What follows belongs to an exercise in optimizing a design on an open flow for small area, a short achievable clock period and few clock cycles; a production flow would make more cautious choices.
The RTL was checked by simulation tests, not by an equivalence proof against the original design.

## flow/run.sh

```bash
#!/bin/bash
# synth_recipe.tcl (not shown) runs the flow's synth.tcl, then flattens the netlist and writes it again
# the make line also repeats each setting of config.mk as NAME=value (left out here)
make -C /OpenROAD-flow-scripts/flow DESIGN_CONFIG=/design/flow/config.mk WORK_HOME=/design/flow/orfs CLKGATE_MAP_FILE= SYNTH_SCRIPT=/design/flow/synth_recipe.tcl finish
```

## flow/config.mk

```make
export PLATFORM = sky130hd
export DESIGN_NAME = muldiv_unit
export DESIGN_NICKNAME = muldiv_unit
export VERILOG_FILES = /design/flow/design.v
export SDC_FILE = /design/flow/constraint.sdc
export NUM_CORES = 4
export LEC_CHECK = 0
export CAP_MARGIN = 20
export CORE_MARGIN = 2
export CORE_UTILIZATION = 25
export PLACE_DENSITY = 0.5
export SLEW_MARGIN = 20
```

## flow/constraint.sdc

```tcl
create_clock -name core_clock -period 11.0 [get_ports {clk}]
set_input_delay 2.2000 -clock core_clock [delete_from_list [all_inputs] [get_ports {clk}]]
set_output_delay 2.2000 -clock core_clock [all_outputs]
set_load 0.01 [all_outputs]
```

## flow/design.v

```verilog
`timescale 1ns/1ps
module muldiv_unit(
    input  logic clk,
    input  logic rst_n,
    input                muldiv_start, 
    input [2:0]          muldiv_op, 
    input [32-1:0]    muldiv_a, 
    input [32-1:0]    muldiv_b, 
    input [1-1:0] muldiv_hart_id, 
    input [4:0]          muldiv_rd,
    output                muldiv_busy, 
    output                muldiv_done, 
    output [32-1:0]    muldiv_result, 
    output [1-1:0] muldiv_done_hart_id, 
    output [4:0]          muldiv_done_rd
);
    localparam int NUM_PP = 17;
    localparam [32-1:0] ALL_ONES = {32{1'b1}};
    localparam [32-1:0] SIGN_MIN = {1'b1, {(32-1){1'b0}}};
    typedef enum logic [2:0] {
        S_IDLE      = 3'd0,
        S_MUL_TREE  = 3'd1,
        S_MUL_FINAL = 3'd2,
        S_DIV_RUN   = 3'd3
    } state_t;
    state_t state;
    logic [32-1:0] result_reg;
    logic [1-1:0] done_hart_id_reg;
    logic [5-1:0] done_rd_reg;
    logic done_reg;
    logic [32-1:0] mul_a_mag_reg;
    logic [32-1:0] mul_b_mag_reg;
    logic mul_sel_high;
    logic mul_signfix;
    logic mul_neg_reg;
    logic [63:0] mul_sum;
    logic [63:0] mul_carry;
    logic div_sel_rem;
    logic div_sign_q;
    logic div_sign_r;
    logic [32-1:0] div_quot;
    logic [63:0] div_rem_u;
    logic [63:0] div_divisor_u;
    logic [5:0] div_shift;
    logic [63:0] pp_comb [0:NUM_PP-1];
    logic [63:0] tree_sum_comb;
    logic [63:0] tree_carry_comb;
    logic [63:0] mul_product_add;
    logic [63:0] div_rem_next_u;
    logic [32-1:0] div_quot_next_u;
    logic [5:0] div_shift_next_u;
    logic div_done_next;
    logic [32-1:0] div_quot_final_next;
    logic [32-1:0] div_rem_final_next;
    wire op_is_mul = (muldiv_op == 3'd0) ||
                     (muldiv_op == 3'd1) ||
                     (muldiv_op == 3'd2) ||
                     (muldiv_op == 3'd3);
    wire op_is_div = (muldiv_op == 3'd4) ||
                     (muldiv_op == 3'd5) ||
                     (muldiv_op == 3'd6) ||
                     (muldiv_op == 3'd7);
    wire mul_a_zero = (muldiv_a == {32{1'b0}});
    wire mul_b_zero = (muldiv_b == {32{1'b0}});
    wire mul_a_one = (muldiv_a == 32'd1);
    wire mul_b_one = (muldiv_b == 32'd1);
    wire mul_a_neg_one = (muldiv_a == ALL_ONES);
    wire mul_b_neg_one = (muldiv_b == ALL_ONES);
    wire [32-1:0] mul_neg_a = ~muldiv_a + 32'd1;
    wire [32-1:0] mul_neg_b = ~muldiv_b + 32'd1;
    logic mul_fast_valid;
    logic [32-1:0] mul_fast_result;
    always_comb begin
        mul_fast_valid = 1'b0;
        mul_fast_result = {32{1'b0}};
        case (muldiv_op)
            3'd0: begin
                if (mul_a_zero || mul_b_zero) begin
                    mul_fast_valid = 1'b1;
                    mul_fast_result = {32{1'b0}};
                end else if (mul_a_one) begin
                    mul_fast_valid = 1'b1;
                    mul_fast_result = muldiv_b;
                end else if (mul_b_one) begin
                    mul_fast_valid = 1'b1;
                    mul_fast_result = muldiv_a;
                end else if (mul_a_neg_one) begin
                    mul_fast_valid = 1'b1;
                    mul_fast_result = mul_neg_b;
                end else if (mul_b_neg_one) begin
                    mul_fast_valid = 1'b1;
                    mul_fast_result = mul_neg_a;
                end
            end
            3'd1: begin
                if (mul_a_zero || mul_b_zero) begin
                    mul_fast_valid = 1'b1;
                    mul_fast_result = {32{1'b0}};
                end else if (mul_a_one) begin
                    mul_fast_valid = 1'b1;
                    mul_fast_result = muldiv_b[32-1] ? ALL_ONES : {32{1'b0}};
                end else if (mul_b_one) begin
                    mul_fast_valid = 1'b1;
                    mul_fast_result = muldiv_a[32-1] ? ALL_ONES : {32{1'b0}};
                end else if (mul_a_neg_one) begin
                    mul_fast_valid = 1'b1;
                    mul_fast_result = muldiv_b[32-1] ? {32{1'b0}} : ALL_ONES;
                end else if (mul_b_neg_one) begin
                    mul_fast_valid = 1'b1;
                    mul_fast_result = muldiv_a[32-1] ? {32{1'b0}} : ALL_ONES;
                end
            end
            3'd2: begin
                if (mul_a_zero || mul_b_zero) begin
                    mul_fast_valid = 1'b1;
                    mul_fast_result = {32{1'b0}};
                end else if (mul_a_one || mul_b_one) begin
                    mul_fast_valid = 1'b1;
                    mul_fast_result = {32{1'b0}};
                end else if (mul_a_neg_one) begin
                    mul_fast_valid = 1'b1;
                    mul_fast_result = (muldiv_b == {32{1'b0}}) ? {32{1'b0}} :
                                      (muldiv_b - 32'd1);
                end else if (mul_b_neg_one) begin
                    mul_fast_valid = 1'b1;
                    mul_fast_result = (muldiv_a == {32{1'b0}}) ? {32{1'b0}} :
                                      (muldiv_a - 32'd1);
                end
            end
            3'd3: begin
                if (mul_a_zero || mul_b_zero) begin
                    mul_fast_valid = 1'b1;
                    mul_fast_result = {32{1'b0}};
                end else if (mul_b_one) begin
                    mul_fast_valid = 1'b1;
                    mul_fast_result = muldiv_a[32-1] ? ALL_ONES : {32{1'b0}};
                end else if (mul_a_one) begin
                    mul_fast_valid = 1'b1;
                    mul_fast_result = {32{1'b0}};
                end else if (mul_a_neg_one) begin
                    mul_fast_valid = 1'b1;
                    mul_fast_result = (muldiv_b == {32{1'b0}}) ? {32{1'b0}} : ALL_ONES;
                end else if (mul_b_neg_one) begin
                    mul_fast_valid = 1'b1;
                    if (muldiv_a[32-1]) begin
                        mul_fast_result = muldiv_a;
                    end else if (muldiv_a == {32{1'b0}}) begin
                        mul_fast_result = {32{1'b0}};
                    end else begin
                        mul_fast_result = muldiv_a - 32'd1;
                    end
                end
            end
            default: begin
                mul_fast_valid = 1'b0;
                mul_fast_result = {32{1'b0}};
            end
        endcase
    end
    wire start_div_signed = (muldiv_op == 3'd4) ||
                            (muldiv_op == 3'd6);
    wire start_div_sel_rem = (muldiv_op == 3'd6) ||
                             (muldiv_op == 3'd7);
    wire start_div_zero = (muldiv_b == {32{1'b0}});
    wire start_div_overflow = start_div_signed &&
                              (muldiv_a == SIGN_MIN) &&
                              (muldiv_b == ALL_ONES);
    wire [32-1:0] start_dividend_abs =
        start_div_signed && muldiv_a[32-1] ? (~muldiv_a + 32'd1) : muldiv_a;
    wire [32-1:0] start_divisor_abs =
        start_div_signed && muldiv_b[32-1] ? (~muldiv_b + 32'd1) : muldiv_b;
    function automatic [5:0] msb_idx32;
        input [32-1:0] value;
        reg [32-1:0] x;
        reg [4:0] r;
        begin
            x = value;
            r = 5'd0;
            if (x[31:16] != 16'd0) begin r[4] = 1'b1; x = x >> 16; end
            if (x[15:8] != 8'd0) begin r[3] = 1'b1; x = x >> 8; end
            if (x[7:4] != 4'd0) begin r[2] = 1'b1; x = x >> 4; end
            if (x[3:2] != 2'd0) begin r[1] = 1'b1; x = x >> 2; end
            if (x[1]) r[0] = 1'b1;
            msb_idx32 = {1'b0, r};
        end
    endfunction
    function automatic [5:0] ctz32;
        input [32-1:0] value;
        begin
            ctz32 = msb_idx32(value);
        end
    endfunction
    function automatic [5:0] lzc32;
        input [32-1:0] value;
        begin
            lzc32 = (value == {32{1'b0}}) ? 6'd32 : (6'd31 - msb_idx32(value));
        end
    endfunction
    wire div_is_pow2 = (start_divisor_abs != {32{1'b0}}) &&
                       ((start_divisor_abs & (start_divisor_abs - 32'd1)) == {32{1'b0}});
    wire [5:0] div_pow2_k = ctz32(start_divisor_abs);
    wire [32-1:0] div_pow2_mask = (32'h1 << div_pow2_k) - 32'h1;
    wire [32-1:0] div_pow2_quot = start_dividend_abs >> div_pow2_k;
    wire [32-1:0] div_pow2_rem = start_dividend_abs & div_pow2_mask;
    wire div_pow2_sign_q = start_div_signed && (muldiv_a[32-1] ^ muldiv_b[32-1]);
    wire div_pow2_sign_r = start_div_signed && muldiv_a[32-1];
    wire [32-1:0] div_pow2_quot_signed =
        div_pow2_sign_q ? (~div_pow2_quot + 32'd1) : div_pow2_quot;
    wire [32-1:0] div_pow2_rem_signed =
        div_pow2_sign_r ? (~div_pow2_rem + 32'd1) : div_pow2_rem;
    wire [5:0] lzc_a = lzc32(start_dividend_abs);
    wire [5:0] lzc_b = lzc32(start_divisor_abs);
    wire [5:0] msb_a = (start_dividend_abs == {32{1'b0}}) ? 6'd0 : (6'd31 - lzc_a);
    wire [5:0] msb_b = (start_divisor_abs == {32{1'b0}}) ? 6'd0 : (6'd31 - lzc_b);
    wire div_a_lt_b = (start_dividend_abs < start_divisor_abs);
    wire [5:0] div_shift_init = msb_a - msb_b;
    function automatic signed [34:0] booth_partial;
        input [2:0] code;
        input signed [32:0] x;
        reg signed [34:0] x1;
        reg signed [34:0] x2;
        begin
            x1 = {{2{x[32]}}, x};
            x2 = {{1{x[32]}}, x, 1'b0};
            case (code)
                3'b000, 3'b111: booth_partial = 35'sd0;
                3'b001, 3'b010: booth_partial = x1;
                3'b011: booth_partial = x2;
                3'b100: booth_partial = -x2;
                3'b101, 3'b110: booth_partial = -x1;
                default: booth_partial = 35'sd0;
            endcase
        end
    endfunction
    function automatic [63:0] div_step_rem;
        input [63:0] rem_in;
        input [5:0] shift_in;
        input [63:0] divisor_in;
        reg [63:0] divisor_shifted;
        begin
            divisor_shifted = divisor_in << shift_in;
            div_step_rem = rem_in;
            if (rem_in >= divisor_shifted) begin
                div_step_rem = rem_in - divisor_shifted;
            end
        end
    endfunction
    function automatic [32-1:0] div_step_quot;
        input [63:0] rem_in;
        input [32-1:0] quot_in;
        input [5:0] shift_in;
        input [63:0] divisor_in;
        begin
            div_step_quot = quot_in;
            if (rem_in >= (divisor_in << shift_in)) begin
                div_step_quot = quot_in | (32'h1 << shift_in);
            end
        end
    endfunction
    always_comb begin
        int idx;
        logic [32:0] a_ext;
        logic [32:0] b_ext;
        logic [34:0] b_booth;
        logic [2:0] booth_bits;
        logic signed [34:0] pp_raw;
        logic signed [63:0] pp_ext;
        a_ext = {1'b0, mul_a_mag_reg};
        b_ext = {1'b0, mul_b_mag_reg};
        b_booth = {b_ext[32], b_ext, 1'b0};
        for (idx = 0; idx < NUM_PP; idx = idx + 1) begin
            booth_bits = b_booth[2*idx+2 -: 3];
            pp_raw = booth_partial(booth_bits, a_ext);
            pp_ext = {{(64-35){pp_raw[34]}}, pp_raw};
            pp_comb[idx] = pp_ext <<< (2*idx);
        end
    end
    always_comb begin
        logic [63:0] l0 [0:11];
        logic [63:0] l1 [0:7];
        logic [63:0] l2 [0:5];
        logic [63:0] l3 [0:3];
        logic [63:0] l4 [0:2];
        l0[0] = pp_comb[0] ^ pp_comb[1] ^ pp_comb[2];
        l0[1] = ((pp_comb[0] & pp_comb[1]) | (pp_comb[0] & pp_comb[2]) | (pp_comb[1] & pp_comb[2])) << 1;
        l0[2] = pp_comb[3] ^ pp_comb[4] ^ pp_comb[5];
        l0[3] = ((pp_comb[3] & pp_comb[4]) | (pp_comb[3] & pp_comb[5]) | (pp_comb[4] & pp_comb[5])) << 1;
        l0[4] = pp_comb[6] ^ pp_comb[7] ^ pp_comb[8];
        l0[5] = ((pp_comb[6] & pp_comb[7]) | (pp_comb[6] & pp_comb[8]) | (pp_comb[7] & pp_comb[8])) << 1;
        l0[6] = pp_comb[9] ^ pp_comb[10] ^ pp_comb[11];
        l0[7] = ((pp_comb[9] & pp_comb[10]) | (pp_comb[9] & pp_comb[11]) | (pp_comb[10] & pp_comb[11])) << 1;
        l0[8] = pp_comb[12] ^ pp_comb[13] ^ pp_comb[14];
        l0[9] = ((pp_comb[12] & pp_comb[13]) | (pp_comb[12] & pp_comb[14]) | (pp_comb[13] & pp_comb[14])) << 1;
        l0[10] = pp_comb[15];
        l0[11] = pp_comb[16];
        l1[0] = l0[0] ^ l0[1] ^ l0[2];
        l1[1] = ((l0[0] & l0[1]) | (l0[0] & l0[2]) | (l0[1] & l0[2])) << 1;
        l1[2] = l0[3] ^ l0[4] ^ l0[5];
        l1[3] = ((l0[3] & l0[4]) | (l0[3] & l0[5]) | (l0[4] & l0[5])) << 1;
        l1[4] = l0[6] ^ l0[7] ^ l0[8];
        l1[5] = ((l0[6] & l0[7]) | (l0[6] & l0[8]) | (l0[7] & l0[8])) << 1;
        l1[6] = l0[9] ^ l0[10] ^ l0[11];
        l1[7] = ((l0[9] & l0[10]) | (l0[9] & l0[11]) | (l0[10] & l0[11])) << 1;
        l2[0] = l1[0] ^ l1[1] ^ l1[2];
        l2[1] = ((l1[0] & l1[1]) | (l1[0] & l1[2]) | (l1[1] & l1[2])) << 1;
        l2[2] = l1[3] ^ l1[4] ^ l1[5];
        l2[3] = ((l1[3] & l1[4]) | (l1[3] & l1[5]) | (l1[4] & l1[5])) << 1;
        l2[4] = l1[6];
        l2[5] = l1[7];
        l3[0] = l2[0] ^ l2[1] ^ l2[2];
        l3[1] = ((l2[0] & l2[1]) | (l2[0] & l2[2]) | (l2[1] & l2[2])) << 1;
        l3[2] = l2[3] ^ l2[4] ^ l2[5];
        l3[3] = ((l2[3] & l2[4]) | (l2[3] & l2[5]) | (l2[4] & l2[5])) << 1;
        l4[0] = l3[0] ^ l3[1] ^ l3[2];
        l4[1] = ((l3[0] & l3[1]) | (l3[0] & l3[2]) | (l3[1] & l3[2])) << 1;
        l4[2] = l3[3];
        tree_sum_comb = l4[0] ^ l4[1] ^ l4[2];
        tree_carry_comb = ((l4[0] & l4[1]) | (l4[0] & l4[2]) | (l4[1] & l4[2])) << 1;
    end
    assign mul_product_add = mul_sum + mul_carry;
    always_comb begin
        logic [63:0] rem1;
        logic [32-1:0] quot1;
        logic [63:0] rem2;
        logic [32-1:0] quot2;
        div_rem_next_u = div_rem_u;
        div_quot_next_u = div_quot;
        div_shift_next_u = div_shift;
        div_done_next = 1'b0;
        rem2 = 64'd0;
        quot2 = {32{1'b0}};
        rem1 = div_step_rem(div_rem_u, div_shift, div_divisor_u);
        quot1 = div_step_quot(div_rem_u, div_quot, div_shift, div_divisor_u);
        if (div_shift == 6'd0) begin
            div_rem_next_u = rem1;
            div_quot_next_u = quot1;
            div_done_next = 1'b1;
        end else begin
            rem2 = div_step_rem(rem1, div_shift - 6'd1, div_divisor_u);
            quot2 = div_step_quot(rem1, quot1, div_shift - 6'd1, div_divisor_u);
            div_rem_next_u = rem2;
            div_quot_next_u = quot2;
            if (div_shift == 6'd1) begin
                div_done_next = 1'b1;
            end else begin
                div_shift_next_u = div_shift - 6'd2;
            end
        end
        div_quot_final_next = div_sign_q ? (~div_quot_next_u + 32'd1) : div_quot_next_u;
        div_rem_final_next = div_sign_r ?
                             (~div_rem_next_u[32-1:0] + 32'd1) :
                             div_rem_next_u[32-1:0];
    end
    always_ff @(posedge clk or negedge rst_n) begin
        if (!rst_n) begin
            state <= S_IDLE;
            result_reg <= {32{1'b0}};
            done_hart_id_reg <= {1{1'b0}};
            done_rd_reg <= {5{1'b0}};
            done_reg <= 1'b0;
            mul_a_mag_reg <= {32{1'b0}};
            mul_b_mag_reg <= {32{1'b0}};
            mul_sel_high <= 1'b0;
            mul_signfix <= 1'b0;
            mul_neg_reg <= 1'b0;
            mul_sum <= 64'b0;
            mul_carry <= 64'b0;
            div_sel_rem <= 1'b0;
            div_sign_q <= 1'b0;
            div_sign_r <= 1'b0;
            div_quot <= {32{1'b0}};
            div_rem_u <= 64'd0;
            div_divisor_u <= 64'd0;
            div_shift <= 6'd0;
        end else begin
            done_reg <= 1'b0;
            case (state)
                S_IDLE: begin
                    if (muldiv_start) begin
                        done_hart_id_reg <= muldiv_hart_id;
                        done_rd_reg <= muldiv_rd;
                        if (op_is_mul) begin
                            case (muldiv_op)
                                3'd0: begin
                                    mul_sel_high <= 1'b0;
                                    mul_signfix <= 1'b0;
                                    mul_neg_reg <= 1'b0;
                                    mul_a_mag_reg <= muldiv_a;
                                    mul_b_mag_reg <= muldiv_b;
                                end
                                3'd1: begin
                                    mul_sel_high <= 1'b1;
                                    mul_signfix <= 1'b1;
                                    mul_neg_reg <= muldiv_a[32-1] ^ muldiv_b[32-1];
                                    mul_a_mag_reg <= muldiv_a[32-1] ?
                                                     (~muldiv_a + 32'd1) : muldiv_a;
                                    mul_b_mag_reg <= muldiv_b[32-1] ?
                                                     (~muldiv_b + 32'd1) : muldiv_b;
                                end
                                3'd2: begin
                                    mul_sel_high <= 1'b1;
                                    mul_signfix <= 1'b0;
                                    mul_neg_reg <= 1'b0;
                                    mul_a_mag_reg <= muldiv_a;
                                    mul_b_mag_reg <= muldiv_b;
                                end
                                3'd3: begin
                                    mul_sel_high <= 1'b1;
                                    mul_signfix <= 1'b1;
                                    mul_neg_reg <= muldiv_a[32-1];
                                    mul_a_mag_reg <= muldiv_a[32-1] ?
                                                     (~muldiv_a + 32'd1) : muldiv_a;
                                    mul_b_mag_reg <= muldiv_b;
                                end
                                default: begin
                                    mul_sel_high <= 1'b0;
                                    mul_signfix <= 1'b0;
                                    mul_neg_reg <= 1'b0;
                                    mul_a_mag_reg <= muldiv_a;
                                    mul_b_mag_reg <= muldiv_b;
                                end
                            endcase
                            if (mul_fast_valid) begin
                                result_reg <= mul_fast_result;
                                done_reg <= 1'b1;
                                state <= S_IDLE;
                            end else begin
                                state <= S_MUL_TREE;
                            end
                        end else if (op_is_div) begin
                            if (start_div_zero) begin
                                result_reg <= start_div_sel_rem ? muldiv_a : ALL_ONES;
                                done_reg <= 1'b1;
                                state <= S_IDLE;
                            end else if (start_div_overflow) begin
                                result_reg <= start_div_sel_rem ? {32{1'b0}} : SIGN_MIN;
                                done_reg <= 1'b1;
                                state <= S_IDLE;
                            end else if (div_is_pow2) begin
                                result_reg <= start_div_sel_rem ?
                                              div_pow2_rem_signed :
                                              div_pow2_quot_signed;
                                done_reg <= 1'b1;
                                state <= S_IDLE;
                            end else begin
                                div_sel_rem <= start_div_sel_rem;
                                div_sign_q <= start_div_signed &&
                                              (muldiv_a[32-1] ^ muldiv_b[32-1]);
                                div_sign_r <= start_div_signed && muldiv_a[32-1];
                                if (div_a_lt_b) begin
                                    result_reg <= start_div_sel_rem ?
                                                  (start_div_signed && muldiv_a[32-1] ?
                                                   (~start_dividend_abs + 32'd1) :
                                                   start_dividend_abs) :
                                                  {32{1'b0}};
                                    done_reg <= 1'b1;
                                    state <= S_IDLE;
                                end else begin
                                    div_divisor_u <= {32'd0, start_divisor_abs};
                                    div_rem_u <= {32'd0, start_dividend_abs};
                                    div_quot <= {32{1'b0}};
                                    div_shift <= div_shift_init;
                                    state <= S_DIV_RUN;
                                end
                            end
                        end
                    end
                end
                S_MUL_TREE: begin
                    mul_sum <= tree_sum_comb;
                    mul_carry <= tree_carry_comb;
                    state <= S_MUL_FINAL;
                end
                S_MUL_FINAL: begin
                    logic [63:0] product_unsigned;
                    logic [63:0] product_final;
                    product_unsigned = mul_product_add;
                    if (mul_signfix && mul_neg_reg) begin
                        product_final = ~product_unsigned + 64'd1;
                    end else begin
                        product_final = product_unsigned;
                    end
                    result_reg <= mul_sel_high ? product_final[63:32] :
                                                product_final[31:0];
                    done_reg <= 1'b1;
                    state <= S_IDLE;
                end
                S_DIV_RUN: begin
                    div_rem_u <= div_rem_next_u;
                    div_quot <= div_quot_next_u;
                    div_shift <= div_shift_next_u;
                    if (div_done_next) begin
                        result_reg <= div_sel_rem ? div_rem_final_next :
                                                    div_quot_final_next;
                        done_reg <= 1'b1;
                        state <= S_IDLE;
                    end
                end
                default: begin
                    state <= S_IDLE;
                end
            endcase
        end
    end
    assign muldiv_busy         = (state != S_IDLE);
    assign muldiv_done         = done_reg;
    assign muldiv_result       = result_reg;
    assign muldiv_done_hart_id = done_hart_id_reg;
    assign muldiv_done_rd      = done_rd_reg;
endmodule
```

==> impl_metrics.yaml <==
outcome:
  status: "timing/DRC/antenna clean"
final_layout:
  layout_commonest_cell: "nand2_1"
  syn2layout_area_growth_pct: 14.67
  final_area_um2: 98200
  regArea_um2: 9250
  multi_input_area_um2: 70240
  layout-drive-gt1-share_pct: 11.39
  reg_top3: "div_rem_u x64, mul_sum x64, mul_carry x56"
  fillers: 37320
  final_cell_mix: "1851 x nand2_1, 1083 x nor2_1, 1052 x a21oi_1"
  final_nets: 13190
critical_path:
  r2r_cells: 30
  slowest_stage: "or4b_4"
  worstPathRequired_ns: 11.62
  r2r_slack_ns: 0.30
  crit_arrival_ns: 11.32
  end_kind: "flop"
  cp-start-kind: "flop"
  worstSetupPathType: "flop to flop"
  path_max_fanout: 11
  cpPeakStageDelay_ns: 0.66
  path_common_cell: "or3_1"
timing:
  tightest_slew_ns: 1.307
  fin_skew_ns: 0.07654
  tns_ns: 0
  slew_violations: 0
  min_period_over_period_pct: 97.29
  setup_viol: 0
  fmaxAchievable_ghz: 0.09344
  slew_headroom_pct: 12.24
  hold_viol: 0
  min_period_ns: 10.70
synth:
  synth-edff-count: 0
  yosysUniqueCellTypes: 106
  ys_ff_latch: 365
  yosys-top-cells-area: "fa_1 13%, dfrtp_1 11%, nand2_1 8.1%"
  ys_warn_count: 7
  synth.top_cell.area_share_pct: 13.32
  synth_area_leader_cell: "fa_1"
  ys.flop_type: "dfrtp_1"
  synth.avg_cell_area_um2: 6.990
  synthCells: 12250
  syn-num-nets: 13220
  syn_area_um2: 85640
  async_reset_ff_share_pct: 100.0
  ys_seq_area_share_pct: 10.67
clock_network:
  cts_made_buffers: 53
  clk_latency_ns: 0.75
  htreeDepth: 2
  clock_sinks: 365
  cts_tree: "done"
  root_buffer: "clkbuf_16"
  cts.clk_slew.worst_paths_ns: 0.07
  cts_buffer_depth: 3
place:
  place_area_um2: 95860
  place.gp.congestion: 1.122
  io_buffers: 115
  hpwlAfterDp_mm: 442.6
grt:
  antenna_found_initial: 81
  grt_usage_pct: 31.90
  grt_pass1_vias: 93450
  gr-total-overflow: 0
  grt_pass1_wl_mm: 787.1
  grt_max_degree: 117
routing:
  finalWirelength_mm: 578.0
  drt-initial-drc-count: 17080
  vias: 102400
  drtPass1Iterations: 10
  antenna_left: 0
  vias_per_cell: 6.080
  drc: 0
  wl_per_cell_um: 34.30
die:
  dieWidth_um: 589.3
  die_y_um: 589.3
  start_util_pct: 25.16
  pin_count: 116
  dieArea_um2: 347200
  num_rows: 214
  coreArea_um2: 340300
run:
  drv_cap: 0
hold_path:
  hold_class: "flop to flop"
  min_path_cells: 2
[routing by layer]
| metal | GRT usage (%) | vias to the layer above | part of all wire [%] |
|---|---|---|---|
| met2 | 44.40 | 7624 | 39 |
| met5 | 0.09579 | - | 0.031 |
| met1 | 42.13 | 49850 | 40 |
| met4 | 19.56 | 28 | 7.7 |
| met3 | 10.59 | 1598 | 13 |
| li1 | - | 43340 | - |
[stage by stage]
stage | hold slack (ns) | worst slack (ns) | cells | util (%)
floorplan | 0.4498 | 0.05949 | 12250 | -
global placement | 0.4647 | -0.01475 | 16680 | 28.15
detailed placement | 0.4679 | -0.01626 | 16680 | 28.17
CTS | 0.4819 | 0.08645 | 16780 | 28.71
global route | 0.4939 | -0.05948 | 16830 | 28.84
finish | 0.4785 | 0.2978 | 16850 | 28.86
[synth_stat cells, drive strengths merged, types with 112 or more instances]
master	instances
a211oi	112
a21o	163
a21oi	1061
a221oi	290
a31oi	168
buf	179
clkbuf	944
dfrtp	365
fa	570
ha	321
inv	717
mux2i	174
nand2	1854
nand3	201
nor2	1094
nor3	204
o211ai	114
o21ai	1029
o221ai	146
o22ai	135
xnor2	480
xor2	347
[cell type report]
| class | count | area share [%] |
|---|---|---|
| timing repair buffer | 1033 | 8.446 |
| clock buffer | 66 | 1.461 |
| multi-input combinational | 10030 | 71.53 |
| sequential | 365 | 9.420 |
| inverter | 736 | 2.816 |
| tap | 4536 | 5.779 |
| clock inverter | 29 | 0.4103 |
| antenna | 54 | 0.1376 |
[final timing paths]
check	to	start
setup / recovery	mul_sum[58]$_DFFE_PN0P_	mul_a_mag_reg[1]$_DFFE_PN0P_
hold / removal	mul_sum[37]$_DFFE_PN0P_	mul_sum[37]$_DFFE_PN0P_
setup reg to reg	mul_sum[58]$_DFFE_PN0P_	mul_a_mag_reg[1]$_DFFE_PN0P_
hold reg to reg	mul_sum[37]$_DFFE_PN0P_	mul_sum[37]$_DFFE_PN0P_
max in group asynchronous	done_hart_id_reg$_DFFE_PN0P_	rst_n
min in group asynchronous	div_rem_u[42]$_DFFE_PN0P_	rst_n
[critical path, delay by kind of cell (launching register included)]
kind | cells | cell delay, ns
compound gates | 1 | 0.54
fa+ha+maj | 6 | 2.97
buf+inv | 7 | 1.09
flops | 1 | 0.58
simple gates | 16 | 5.45
[repair_timing]
item	4_1_cts	5_1_grt
setup buffers	0	8
gates resized for setup	0	43
hold endpoints to repair	0	0
hold buffers	0	0
endpoints found under the setup margin	0	29
[cells by family (layout without fill, tap and decap cells)]
| kind of cell | after synthesis | in the layout | share of synthesized area (%) |
|---|---|---|---|
| AOI/OAI and AO/OA | 3937 | 3937 | 29.49 |
| xor gates and xnor gates | 827 | 827 | 8.458 |
| adders and majority gates | 892 | 892 | 18.03 |
| buffers and inverters | 1859 | 1864 | 8.276 |
| DFF | 365 | 365 | 10.67 |
| muxes | 277 | 277 | 3.967 |
| other | 0 | 54 | 0 |
| and+or+nand+nor | 4095 | 4096 | 21.12 |
Testbench counts, summed over its fixed seeds: cycles 34,618.

[static timing again, ports no longer ideal]
Ports are ideal in the flow. The routed layout listed here was re-timed in OpenROAD. Step 1, drivers: a clkbuf_16 drives clk and a buf_2 each remaining input, both assumed. Step 2 times the ports against the registers' clock, not the clock port: input delays grow and output delays shrink by t, the midpoint of the rising clock arrivals with the driver on. Three values: no drivers, after step 1, after step 2; two values: the first two.
t (ns): 0.807
setup slack, ns: 0.298 / 0.298 / -0.193
slew at the worst register clock pin (ns): 0.07 / 0.07
worst slew at a driven data input, ns: 0.55
cell pins on the clock port's net: 1
Met with ideal ports but missed after step 2: setup timing in this run. The setup slack of this run moves by 0.000 ns with the drivers and by -0.491 ns with both steps.
